Source: an optimization exercise on an open RTL-to-GDS flow (aim: small area). Production flows keep margins and buffers that such runs may drop. The RTL was checked by simulation tests, not by an equivalence proof against the original design. Power figures rest on the tool's default switching activity, not on a simulated workload.

==> design.v <==
module MULT18x12 #(parameter W = 8)
  (input [W-1:0] a, input [W-1:0] b, input ci, output [W:0] s);
  wire [W:0] c;
  assign c[0] = ci;
  genvar i;
  generate for (i = 0; i < W; i = i + 1) begin : fa
    assign s[i]   = a[i] ^ b[i] ^ c[i];
    assign c[i+1] = (a[i] & b[i]) | (c[i] & (a[i] ^ b[i]));
  end endgenerate
  assign s[W] = c[W];
endmodule
module ROM_18x100_Wre (input [4:0] m, output reg [16:0] q);
  always @* begin
    case (m)
      5'd0:  q = 17'd65536; 5'd1:  q = 17'd65406; 5'd2:  q = 17'd65019;
      5'd3:  q = 17'd64375; 5'd4:  q = 17'd63477; 5'd5:  q = 17'd62328;
      5'd6:  q = 17'd60933; 5'd7:  q = 17'd59298; 5'd8:  q = 17'd57429;
      5'd9:  q = 17'd55333; 5'd10: q = 17'd53019; 5'd11: q = 17'd50496;
      5'd12: q = 17'd47773; 5'd13: q = 17'd44862; 5'd14: q = 17'd41774;
      5'd15: q = 17'd38521; 5'd16: q = 17'd35115; 5'd17: q = 17'd31572;
      5'd18: q = 17'd27903; 5'd19: q = 17'd24125; 5'd20: q = 17'd20251;
      5'd21: q = 17'd16298; 5'd22: q = 17'd12280; 5'd23: q = 17'd8213;
      5'd24: q = 17'd4115;
      default: q = 17'd0;
    endcase
  end
endmodule
module FSK_DFT2 (input clk,
                 input rst,
                 input [11:0] X,
                 input ce,
                 input st,
                 input ce_bit,
                 output wire [10:0] F1_AMP,
                 output wire [10:0] F2_AMP);
  reg [10:0] xm;       
  reg        xs;       
  reg        rs;       
  reg        cb;       
  reg        fresh;    
  reg        z;        
  reg        busy;
  reg [2:0]  stp;      
  reg [4:0]  kr;       
  reg [1:0]  kq;
  wire [11:0] xabs;
  MULT18x12 #(11) XA (.a(X[10:0] ^ {11{X[11]}}), .b(11'd0), .ci(X[11]), .s(xabs));
  wire last = busy & (stp == 3'd7);
  always @(posedge clk) begin
    if (rst) begin
      busy <= 1'b0; stp <= 3'd0; kr <= 5'd0; kq <= 2'd0; fresh <= 1'b1;
    end else begin
      if (ce) begin
        busy <= 1'b1; stp <= 3'd0; fresh <= 1'b0;
      end else begin
        if (last) busy <= 1'b0;
        stp <= stp + 3'd1;
      end
      if (last) begin
        if (cb) begin kr <= 5'd0; kq <= 2'd0; end
        else if (kr == 5'd24) begin kr <= 5'd0; kq <= kq + 2'd1; end
        else kr <= kr + 5'd1;
      end
    end
    if (ce) begin
      xm <= xabs[10:0];
      xs <= X[11];
      rs <= st | ce_bit | fresh;
      cb <= ce_bit;
      z  <= fresh;
    end
  end
  wire       hi   = stp[0];
  wire       hsel = stp[2];      
  wire       sn   = stp[1];      
  wire [5:0] r2x  = {kr, 1'b0};
  wire       r2o  = (r2x >= 6'd25);
  wire [4:0] r    = hsel ? (r2o ? r2x - 6'd25 : r2x) : kr;
  wire [1:0] qd   = hsel ? {kq[0], r2o} : kq;
  wire       mir  = qd[0] ^ sn;
  wire [4:0] m    = mir ? 5'd25 - r : r;
  wire       neg  = sn ? qd[1] : (qd[1] ^ qd[0]);
  wire [16:0] q;
  ROM_18x100_Wre TAB (.m(m), .q(q));
  reg  [10:0] lc;
  wire        s    = xs ^ neg;
  wire [8:0]  qsel = hi ? q[16:8] : {1'b0, q[7:0]};
  wire [10:0] l0   = hi ? lc : 11'd0;
  wire [19:0] acc [0:8];
  wire [11:0] r0;
  MULT18x12 #(11) M0 (.a(l0), .b(xm & {11{qsel[0]}}), .ci(1'b0), .s(r0));
  assign acc[0] = {8'd0, r0};
  wire        rnd = s & (|acc[7][7:0]);
  genvar gi;
  generate for (gi = 1; gi <= 8; gi = gi + 1) begin : mrow
    wire [11:0] rr;
    wire [10:0] top = acc[gi-1][gi+10:gi];
    MULT18x12 #(11) MR (.a(top), .b(xm & {11{qsel[gi]}}),
                        .ci(gi == 8 ? rnd : 1'b0), .s(rr));
    if (gi + 12 <= 19)
      assign acc[gi] = {{(19-gi-11){1'b0}}, rr, acc[gi-1][gi-1:0]};
    else
      assign acc[gi] = {rr[19-gi:0], acc[gi-1][gi-1:0]};
  end endgenerate
  wire [10:0] c = acc[8][18:8];
  always @(posedge clk) lc <= c;
  reg [18:0] y0, y1, y2, y3;
  wire [18:0] yin = y0 & {19{~rs}};
  wire [19:0] ysum;
  MULT18x12 #(19) YA (.a(yin), .b({{8{s}}, c ^ {11{s}}}), .ci(s), .s(ysum));
  wire rot = busy & hi;
  always @(posedge clk) begin
    if (rot) begin
      y0 <= y1; y1 <= y2; y2 <= y3; y3 <= ysum[18:0];
    end
  end
  wire [18:0] yc = y0 & {19{~z}};
  wire [18:0] yabs;
  MULT18x12 #(18) YB (.a(yc[17:0] ^ {18{yc[18]}}), .b(18'd0), .ci(yc[18]), .s(yabs));
  wire [17:0] ya = yabs[17:0];
  wire cap  = rot & cb;
  wire cap3 = cap & stp[2] & stp[1];
  reg [6:0] mc;                  
  wire mh = mc[6];
  wire [5:0] u = mc[5:0];
  wire run = (mc != 7'd127);
  wire sq  = run & (u < 6'd18);
  wire sr  = run & (u >= 6'd18) & (u < 6'd36);
  wire sc  = run & (u >= 6'd36) & (u < 6'd54);
  wire sw  = run & ~mh & (u >= 6'd54) & (u < 6'd56);
  wire sh  = cap | sw;           
  reg [19:0] WA;
  reg [17:0] WB, ZA, ZB;
  reg [35:0] P;
  reg [17:0] mask;
  integer mi;
  always @* for (mi = 0; mi < 18; mi = mi + 1) mask[mi] = (u[4:0] > mi);
  wire [17:0] pa = WA[17:0] & mask & {18{WA[17]}};
  wire [17:0] pb = WB & mask & {18{WB[17]}};
  wire ab = WA[17] & sq, bb = WB[17] & sq;
  wire [18:0] s1;    
  MULT18x12 #(18) SQ1 (.a(P[17:0]), .b(pa & {18{sq}}), .ci(1'b0), .s(s1));
  wire [18:0] s2;
  MULT18x12 #(18) SQ2 (.a(s1[17:0]), .b(pb & {18{sq}}), .ci(1'b0), .s(s2));
  wire [16:0] s3;    
  MULT18x12 #(16) SQ3 (.a(P[33:18]), .b({15'd0, s1[18]}), .ci(s2[18]), .s(s3));
  wire [35:0] Pn = {s3[15:0], s2[17:0], ab & bb, ab ^ bb};
  wire [1:0] t  = P[35:34];
  wire       bi = (t == 2'd0);                  
  wire [20:0] d;                                
  MULT18x12 #(20) SR (.a(WA), .b(~{2'b00, WB}), .ci(~bi), .s(d));
  wire       qb = d[20];                        
  wire [19:0] Rn = qb ? {d[17:0], t - 2'd1} : {WA[17:0], t};
  wire [11:0] ac;
  MULT18x12 #(11) SC (.a(WA[10:0]), .b(WB[0] ? 11'd1310 : 11'd0), .ci(1'b0), .s(ac));
  wire lsq = (u == 6'd17), lsr = (u == 6'd35);
  always @(posedge clk) begin
    if (rst) mc <= 7'd127;
    else if (cap3) mc <= 7'd0;
    else if (run) mc <= mc + 7'd1;
    P <= Pn;
    if (rst) begin
      WA[8:0] <= 9'd0; WB[17:16] <= 2'd0; ZA[8:0] <= 9'd0; ZB[17:16] <= 2'd0;
    end else if (sh) begin
      WA <= {2'b00, WB}; WB <= ZA; ZA <= ZB; ZB <= cap ? ya : WA[17:0];
    end else if (sq) begin
      WA <= lsq ? 20'd0 : {2'b00, WA[16:0], WA[17]};
      WB <= lsq ? 18'd0 : {WB[16:0], WB[17]};
    end else if (sr) begin
      WA <= lsr ? 20'd0 : Rn;
      WB <= {WB[16:0], qb};
    end else if (sc) begin
      WA <= {9'd0, ac[11:1]};
      WB <= {ac[0], WB[17:1]};
    end
  end
  assign F1_AMP = {ZA[8:0], ZB[17:16]};
  assign F2_AMP = {WA[8:0], WB[17:16]};
endmodule
==> run.sh <==
#!/bin/bash
# synth_recipe.tcl (not shown) runs the flow's synth.tcl, then flattens the netlist and writes it again
# the make line also repeats each setting of config.mk as NAME=value (left out here)
make -C /OpenROAD-flow-scripts/flow DESIGN_CONFIG=/design/flow/config.mk WORK_HOME=/design/flow/orfs CLKGATE_MAP_FILE= SYNTH_SCRIPT=/design/flow/synth_recipe.tcl finish
==> config.mk <==
export PLATFORM = sky130hd
export DESIGN_NAME = FSK_DFT2
export DESIGN_NICKNAME = FSK_DFT2
export VERILOG_FILES = /design/flow/design.v
export SDC_FILE = /design/flow/constraint.sdc
export NUM_CORES = 4
export LEC_CHECK = 0
export ABC_AREA = 1
export CAP_MARGIN = 20
export CORE_MARGIN = 2
export CORE_UTILIZATION = 40
export CTS_BUF_LIST = sky130_fd_sc_hd__clkbuf_8
export CTS_CLUSTER_SIZE = 30
export SLEW_MARGIN = 20
==> constraint.sdc <==
create_clock -name core_clock -period 20.0 [get_ports {clk}]
set_input_delay 4.0000 -clock core_clock [delete_from_list [all_inputs] [get_ports {clk}]]
set_output_delay 4.0000 -clock core_clock [all_outputs]
set_load 0.01 [all_outputs]
==> results of run 1 <==
## cell type report
class                      instances  area, µm²
fill                            3820      22000
multi-input combinational       1086       8600
sequential                       231       6060
inverter                         234        881
clock buffer                      51        702
tap                              525        657
timing repair buffer              50        470
clock inverter                    27        186
## cells by family (layout without fill, tap and decap cells)
kind of cell               count (synthesis)  in the layout  share of synthesized area (%)
and+or+nand+nor                          588            588                           16.5
DFF                                      231            231                           37.9
buffers and inverters                    310            362                           8.40
xor gates and xnor gates                  45             45                           2.47
adders and majority gates                241            241                           26.6
AOI/OAI and AO/OA                        210            210                           8.00
muxes                                      2              2                          0.125
## power breakdown
part | switching, W | internal [W] | total, W
Clock | 0.000209 | 0.000260 | 0.000469
Combinational | 0.000636 | 0.000458 | 0.00109
Sequential | 0.0000804 | 0.000652 | 0.000732
Total | 0.000926 | 0.00137 | 0.00229
## worst paths after layout
path                 startpoint          endpoint  slack [ns]  cells after the start
max          kr[0]$_SDFFE_PP0P_  y3[18]$_DFFE_PP_        1.37                     63
min reg2reg    ZB[14]$_DFFE_PP_  ZA[14]$_DFFE_PP_        0.41                      0
min            ZB[14]$_DFFE_PP_  ZA[14]$_DFFE_PP_        0.41                      0
max reg2reg  kr[0]$_SDFFE_PP0P_  y3[18]$_DFFE_PP_        1.37                     63
## metal layers
layer | share of wire, % | GRT usage, %
met1 | 43 | 24.2
met2 | 49 | 30.8
met3 | 5.1 | 2.89
met4 | 3.2 | 6.75
met5 | 0 | 0
## cells in the final DEF, fill, tap and decap left out, drive strengths merged, types with 3 or more instances in the layout
| cell type | Yosys | routed |
|---|---|---|
| nand2 | 302 | 302 |
| inv | 231 | 240 |
| fa | 165 | 165 |
| edfxtp | 143 | 143 |
| nor2 | 142 | 142 |
| nand3 | 110 | 110 |
| o21ai | 89 | 89 |
| dfxtp | 88 | 88 |
| ha | 76 | 76 |
| a21oi | 59 | 59 |
| clkbuf | 24 | 51 |
| clkdlybuf4s50 | 0 | 38 |
| o221ai | 28 | 28 |
| xnor2 | 23 | 23 |
| xor2 | 22 | 22 |
| clkinv | 3 | 18 |
| nor3 | 14 | 14 |
| buf | 52 | 12 |
| nand4 | 10 | 10 |
| a31oi | 7 | 7 |
| o211ai | 5 | 5 |
| nor4 | 4 | 4 |
| o221a | 4 | 4 |
| or2 | 3 | 3 |
| o31ai | 3 | 3 |
| a211oi | 3 | 3 |
## per-stage QoR
step                      cells  total power (W)  hold WS [ns]  util [%]
final                      2204          0.00229         0.413      44.4
after global routing       2204          0.00253         0.418      44.4
after CTS                  2204          0.00233         0.413      44.4
after detailed placement   2126          0.00185         0.405      42.1
after global placement     2126          0.00182         0.400      42.1
after floorplan            1627          0.00159         0.400         -
## worst reg2reg max path, delay by kind of cell (launching register included)
kind	cells	cell delay (ns)
flip-flops	1	0.40
adder cells (fa/ha/maj)	37	15.24
AND/OR/NAND/NOR	11	1.39
buffers and inverters	12	0.80
XOR/XNOR	3	0.49
## sequential cells by signal (all words and copies together), names as in the netlist, 3 cells and up
| register | count |
|---|---|
| P | 36 |
| WA | 20 |
| y0 | 19 |
| y1 | 19 |
| y2 | 19 |
| y3 | 19 |
| WB | 18 |
| ZA | 18 |
| ZB | 18 |
| lc | 11 |
| xm | 11 |
| mc | 7 |
| kr | 5 |
| stp | 3 |
==> results.ini, run 1 <==
[floorplanning]
initial_core_util_pct=40.4
core_mm2=0.0395
fp.dieW_um=204
die_y_um=204
pin_count=39
rows=73
die-area_mm2=0.0416

[timing]
hold_viol=0
timing.final.crit_period_ns=18.63
fin_setup_tns_ns=0
rsz0062_at_grt=no
min_period_over_period_pct=93.1
max_freq_mhz=53.7
tightest_slew_ns=0.945
slew_headroom_pct=37.0
layout_setup_ws_ns=1.37
setup_violations=0
drv_slew=0
clock_skew_ns=0.0357

[clock_tree]
htreeDepth=2
clk_pin_slew_ns=0.06
cts_resized=0
cts-root-buf=clkbuf_8
postCtsHoldBufs=0
clk_path_buf_depth=3
clkLatencyLatePin_ns=0.59
numCtsBuffers=42
cts.sinks=231
post_cts_buffers=0
cts_tree=built

[global_route]
grt_pass1_wl_mm=60.0
grtUsageTotal_pct=18.4
antenna_found_initial=0
grt_pass1_vias=11248
grt_max_degree=77
globalRouteOverflowTotal=0

[logic_synthesis]
synth.avg_cell_area_um2=9.83
ys_seq_area_share_pct=37.9
synth_cell_type_count=53
ys_top_cells_by_area=edfxtp_1 (27%), fa_1 (21%), dfxtp_1 (11%)
synth_commonest_cells=nand2_1 (277), inv_1 (226), fa_1 (165)
syn_area_mm2=0.0160
synthFlopType=edfxtp_1
synth-edff-count=143
syn_inst=1627
synth_top_area_share_pct=26.9
synth-seq-cells=231
yosysMostFrequentCell=nand2_1
synth_largest_area_cell=edfxtp_1
async_reset_ff_share_pct=0
synth_fp_nets=1885
ys_warn_count=2

[place]
placed_cell_area_mm2=0.0167
place_ws_ns=1.38
portBuffers=38
dpl.hpwl_mm=27.8
gp_congestion=0.901

[finish]
n_antenna_cell=0
fin_area_mm2=0.0176
final_layout_size_suffix_gt1_share_pct=8.52
fin_nets=1903
syn_to_final_growth_pct=9.78

[worst_setup_path]
worst-endpoint-required_ns=20.32
path_delay_family=adder cells
critPathSlowestCell=fa_1
path_buf_inv=12
cpMostUsedCell=fa_1
cp-start-kind=flop
criticalPathCategory=reg -> reg
critical_path.max_stage_delay_ns=0.55
cp_max_fo=11
cp-end-kind=flop
critPathArrivalTime_ns=18.95

[drt]
vias_per_cell=5.04
drt-pass1-iter-count=5
routed_wl_mm=36.8
post_drt_wl_per_cell_um=16.7
via_count=11112
drc=0
ant_nets=0
dr.first_iter.drc_count=793

[power_and_ir_drop]
p_leak_nw=7.24
ir_drop_uv=82.0
power.density_mw_per_mm2=131

[run_status]
outcome=finished clean

[min_path]
hold_class=reg -> reg

[flow_run]
drv_cap=0

==> run 2, diff against run 1 <==
--- a/config.mk
+++ b/config.mk
@@ -7,3 +7,2 @@
 export LEC_CHECK = 0
-export ABC_AREA = 1
 export CAP_MARGIN = 20
@@ -11,4 +10,2 @@
 export CORE_UTILIZATION = 40
-export CTS_BUF_LIST = sky130_fd_sc_hd__clkbuf_8
-export CTS_CLUSTER_SIZE = 30
 export SLEW_MARGIN = 20
==> run 2 against run 1 <==
Compared with the run above:
- register-to-register slack lost 0.50 ns
- worst hold slack lost 0.017 ns
- via count shrank 1.3%
- first-iteration DRC count grew 4.9%
- sequential share of layout area shrank 0.96 points
- wire length grew 1.2%
- count of clock-buffer cells in the layout shrank 22
- setup slack lost 0.50 ns
- critical path type unchanged
==> results.ini, run 2 <==
[finish]
largestRegisters=P (36), WA (20)
n_antenna_cell=0
final_layout_size_suffix_gt1_share_pct=8.72
syn_to_final_growth_pct=9.46
top_register=P
final_cell_mix=fa_1 (165), inv_1 (162), edfxtp_1 (143)
final_cell_count_no_fill=2045
final_common_cell=fa_1
fin_nets=1752
largest_reg_flops=36

[run_status]
outcome=finished clean

[timing]
slew_headroom_pct=31.0
setup_violations=0
hold_viol=0
min_period_over_period_pct=95.7
fin_setup_tns_ns=0
timing.final.crit_period_ns=19.13
tightest_slew_ns=1.03
clock_skew_ns=0.0313
max_freq_mhz=52.3
rsz0062_at_grt=no
drv_slew=0

[place]
portBuffers=38
dpl.hpwl_mm=27.9
gp_congestion=0.859
dp_cells=1999

[clock_tree]
htreeDepth=1
clk_pin_slew_ns=0.06
cts.sinks=231
postCtsHoldBufs=0
clk_path_buf_depth=3
cts_tree=built
post_cts_buffers=0
cts-root-buf=clkbuf_16
clkLatencyLatePin_ns=0.56
numCtsBuffers=25

[floorplanning]
die_y_um=207
pin_count=39
core_mm2=0.0407
initial_core_util_pct=40.5
die-area_mm2=0.0429
fp.dieW_um=207
rows=74

[logic_synthesis]
synth_cell_type_count=80
synth-seq-cells=231
synth_top_area_share_pct=26.0
synthFlopType=edfxtp_1
syn_area_mm2=0.0165
synth_largest_area_cell=edfxtp_1
ys_seq_area_share_pct=36.7
async_reset_ff_share_pct=0
syn_inst=1521
synth.avg_cell_area_um2=10.8
synth_commonest_cells=fa_1 (165), inv_1 (162), edfxtp_1 (143)
synth-edff-count=143
yosysMostFrequentCell=fa_1
synth_fp_nets=1779
ys_warn_count=2
ys_top_cells_by_area=edfxtp_1 (26%), fa_1 (20%), dfxtp_1 (11%)

[worst_setup_path]
worst-endpoint-required_ns=20.28
cp-end-kind=flop
critPathSlowestCell=dfxtp_1
cpMostUsedCell=fa_1
criticalPathCategory=reg -> reg
path_delay_family=adder cells
cp_max_fo=14
critical_path.max_stage_delay_ns=0.60
critPathArrivalTime_ns=19.41
cp-start-kind=flop
path_buf_inv=10

[drt]
post_drt_wl_per_cell_um=18.2
via_count=10967
routed_wl_mm=37.3
drc=0
drt-pass1-iter-count=6
ant_nets=0
vias_per_cell=5.36
dr.first_iter.drc_count=832

[global_route]
grt_max_degree=78
globalRouteOverflowTotal=0
grt_pass1_wl_mm=61.7
grtUsageTotal_pct=17.8
antenna_found_initial=0
grt_pass1_vias=11385

[power_and_ir_drop]
power_w=0.00199
power.density_mw_per_mm2=110
ir_drop_uv=71.5
p_leak_nw=7.08

[min_path]
hold_class=reg -> reg

[flow_run]
drv_cap=0

==> run 2: cell types whose count changed in the layout (fill, tap and decap cells not counted), sizes merged, moves of 17 or more <==
cell    change
inv        -74
nand2b     +26
and3       +24
nand2     -206
a311oi     +17
buf        +21
nand3      -38
and2       +39
mux2i      +20
o221ai     -27
clkbuf     -22
o21ai      -35
mux2       +30
nor2       -67
==> run 2: layout make-up <==
cell class	instances	area, µm²
fill	3847	22700
multi-input combinational	1001	9210
sequential	231	6060
tap	532	666
clock buffer	29	641
inverter	165	619
timing repair buffer	70	616
clock inverter	17	243
==> run 2: path summary, 6_finish.rpt <==
| check | from | slack, ns | to | cells past startpoint |
|---|---|---|---|---|
| max | kr[2]$_SDFFE_PP0P_ | 0.87 | y3[18]$_DFFE_PP_ | 57 |
| min | y1[6]$_DFFE_PP_ | 0.40 | y0[6]$_DFFE_PP_ | 0 |
| max reg2reg | kr[2]$_SDFFE_PP0P_ | 0.87 | y3[18]$_DFFE_PP_ | 57 |
| min reg2reg | y1[6]$_DFFE_PP_ | 0.40 | y0[6]$_DFFE_PP_ | 0 |
==> run 2: what timing repair did <==
item	CTS	global route
endpoints found under the setup margin	0	2
hold endpoints to repair	0	0
resized for setup	0	1
==> run 2: stage by stage <==
step                hold WS (ns)  instance area [µm²]  setup WS, ns  utilization, %
floorplan                  0.400                16500          1.57               -
global placement           0.400                17200         0.498            42.1
detailed placement         0.405                17200         0.589            42.1
CTS                        0.390                18000         0.576            44.3
global route               0.405                18100        0.0418            44.3
finish                     0.396                18100         0.869            44.3
==> run 2: report_power, final <==
group          leakage [nW]  total (W)  switching [W]  internal, W
Combinational          4.62   0.000774       0.000428     0.000346
Clock                 0.431   0.000502       0.000204     0.000298
Sequential             2.03   0.000712      0.0000937     0.000618
==> run 2: layer usage <==
layer  up-vias  part of all wire (%)  GRT usage (%)
met5         -                     0              0
met4         0                   2.4           4.24
met3        55                   4.7           2.53
met2       278                    49           30.1
met1      5531                    44           24.0
li1       5103                     -              -
==> run 2: cell families (layout without fill, tap and decap cells) <==
| family | count (synthesis) | in the layout | share of synthesized area [%] |
|---|---|---|---|
| buffers and inverters | 289 | 281 | 7.65 |
| AND/OR/NAND/NOR | 402 | 402 | 12.2 |
| adder cells (fa/ha/maj) | 241 | 241 | 25.8 |
| AO/OA/AOI/OAI | 239 | 239 | 10.5 |
| flip-flops | 231 | 231 | 36.7 |
| XOR/XNOR | 67 | 67 | 3.78 |
| multiplexers | 52 | 52 | 3.38 |

-- port drivers added, routing unchanged --
The flow's constraints put no driver on any port. The routed layouts listed below were extracted and timed again, unchanged, in two steps. Step 1 assumes that a clkbuf_16 drives the clock port and a buf_2 every other input. Step 2 moves the port delays by t, midway between the first and last clock arrival at a register: inputs arrive t later, outputs are due t later. That takes back most of the time a late clock gives input paths. Three values: ideal ports, drivers, drivers and shift; two values: the first two.
run	t, ns	setup WS [ns]	latest minus earliest clock arrival (ns)	slew at the worst register clock pin (ns)
run 1	0.626	1.372 / 1.372 / 1.372	0.036 / 0.036	0.06 / 0.06
run 2	0.595	0.869 / 0.869 / 0.869	0.032 / 0.031	0.07 / 0.07
After both steps every run listed still meets setup and hold.
